This design comes from an exercise in tuning for small area on the open sky130 flow, not from production work.
In this exercise RTL edits were held to simulation tests only and were not proved equivalent to the original.
Power and IR drop assume default switching activity.

==> tundra <==
## AHBPERIPH
module AHBPERIPH(
  input  wire        HCLK,
  input  wire        HRESETn,
  input  wire [31:0] HADDR,
  input  wire [1:0]  HTRANS,
  input  wire        HWRITE,
  input  wire [31:0] HWDATA,
  output wire [31:0] HRDATA,
  output wire        HREADY,
  input  wire        RsRx,
  output wire        RsTx,
  input  wire        capture_event,
  output wire        PWM_OUT,
  input  wire [15:0] GPIOIN,
  output wire [15:0] GPIOOUT,
  output wire [6:0]  seg,
  output wire        dp,
  output wire [3:0]  an,
  output wire        uart_irq,
  output wire        timer_irq,
  output wire        gpio_irq
);
==> flow/config.mk <==
export PLATFORM = sky130hd
export DESIGN_NAME = AHBPERIPH
export DESIGN_NICKNAME = AHBPERIPH
export VERILOG_FILES = /design/flow/design.v
export SDC_FILE = /design/flow/constraint.sdc
export NUM_CORES = 4
export LEC_CHECK = 0
export CAP_MARGIN = 20
export CORE_MARGIN = 2
export CORE_UTILIZATION = 40
export PLACE_DENSITY = 0.6
export SLEW_MARGIN = 20
==> flow/constraint.sdc <==
create_clock -name core_clock -period 10.0 [get_ports {HCLK}]
set_input_delay 2.0000 -clock core_clock [delete_from_list [all_inputs] [get_ports {HCLK}]]
set_output_delay 2.0000 -clock core_clock [all_outputs]
set_load 0.01 [all_outputs]
standard.sh (not shown) runs the stock make flow with config.mk's settings and CLKGATE_MAP_FILE= SYNTH_SCRIPT=/design/flow/synth_recipe.tcl, a recipe that flattens the netlist after the stock synthesis.
==> flow/flow/run.sh <==
#!/bin/bash
set -euo pipefail
W=$PWD
# Synthesis script: synth_recipe.tcl with abc's -script argument replaced.
{
  echo "proc abc {args} {"
  echo "  set i [lsearch -exact \$args -script]"
  echo "  if {\$i >= 0} { lset args [expr {\$i + 1}] $W/flow/area.abc }"
  echo "  yosys abc {*}\$args"
  echo "}"
  cat synth_recipe.tcl
} > my_synth.tcl
sed "s|SYNTH_SCRIPT=[^ ]*|SYNTH_SCRIPT=$W/my_synth.tcl|" standard.sh > my_standard.sh
grep -q "SYNTH_SCRIPT=$W/my_synth.tcl" my_standard.sh
export BUFFER_PORTS_ARGS="-buffer_cell sky130_fd_sc_hd__buf_1"
export CTS_ARGS="-sink_clustering_enable -repair_clock_nets -dont_use_dummy_load -buf_list sky130_fd_sc_hd__clkbuf_4 -root_buf sky130_fd_sc_hd__clkbuf_16 -sink_clustering_size 9 -sink_clustering_max_diameter 60"
bash my_standard.sh > standard.log 2>&1
==> flow/flow/area.abc <==
strash
dc2
&get -n
&deepsyn -T 30
&put
dc2
dch -f
amap -m -F 4 -A 8
==> ember (differences from tundra) <==
--- a/flow/flow/run.sh
+++ b/flow/flow/run.sh
@@ -15,3 +15,3 @@
 export BUFFER_PORTS_ARGS="-buffer_cell sky130_fd_sc_hd__buf_1"
-export CTS_ARGS="-sink_clustering_enable -repair_clock_nets -dont_use_dummy_load -buf_list sky130_fd_sc_hd__clkbuf_4 -root_buf sky130_fd_sc_hd__clkbuf_16 -sink_clustering_size 9 -sink_clustering_max_diameter 60"
+export CTS_ARGS="-sink_clustering_enable -repair_clock_nets -dont_use_dummy_load -buf_list sky130_fd_sc_hd__clkbuf_4 -root_buf sky130_fd_sc_hd__clkbuf_16 -sink_clustering_size 10 -sink_clustering_max_diameter 40"
 bash my_standard.sh > standard.log 2>&1
==> qor summary <==
quantity	tundra	ember
Grt met3 use	4.735%	4.493%
Adder-Cell Fraction of Synth Area	1.201%	1.197%
Register share of total power	65.8%	65.0%
Arrival time of data at the critical path endpoint	5.25 ns	8.62 ns
Final cell count without fillers	3232	3262
Fill cells	5951	5980
Multi-input logic cell count	1222	1215
Routed WL	76330 µm	75420 µm
Total routed wire length on the met1 layer	32340 µm	31590 µm
Wirelength per Cell	23.62 µm	23.12 µm
Clock Power Share	31.2%	32.7%
Routed length on met2	34610 µm	35110 µm
Shortest clock period the worst path allows after layout	7.252 ns	8.196 ns
Number of nets in the synthesized netlist	2240	2250
Critical R2R Capture	nvalue[28]	nvalue[12]
Via/cell ratio	6.033	5.944
Clock tree buffer count of the final layout	80	96
Placer congestion estimate	0.9528	0.9248
Actual slew at the worst max-slew pin	1.071 ns	1.023 ns
Outcome	finished clean	finished clean
Global-route wire length before repair	113300 µm	114400 µm
FF-to-FF path depth	27	31
Half-perimeter wire length of the detailed placement result	52820 µm	52450 µm
Clock-net power	0.00133 W	0.00140 W
Post-synthesis sequential area ratio	68.67%	68.45%

static timing again, ports no longer ideal:
Ports are ideal in the flow. The routed layouts listed here were re-timed in OpenROAD.
Step 1 sets driving cells, clkbuf_16 on the clock port and buf_2 on the other inputs (assumed; they add their load-dependent delay and slew).
Step 2 times the ports against the registers' clock, not the clock port: input delays grow and output delays shrink by t, the midpoint of the rising clock arrivals with the driver on.
Slacks: ideal / step 1 / step 2; pairs: ideal / step 1.
run | t (ns) | slack for setup (ns) | clock arrival spread, ns
tundra | 0.637 | 2.748 / 2.684 / 3.028 | 0.067 / 0.066
ember | 0.624 | 1.804 / 1.804 / 1.804 | 0.103 / 0.102
After both steps setup and hold are still met in every run listed.
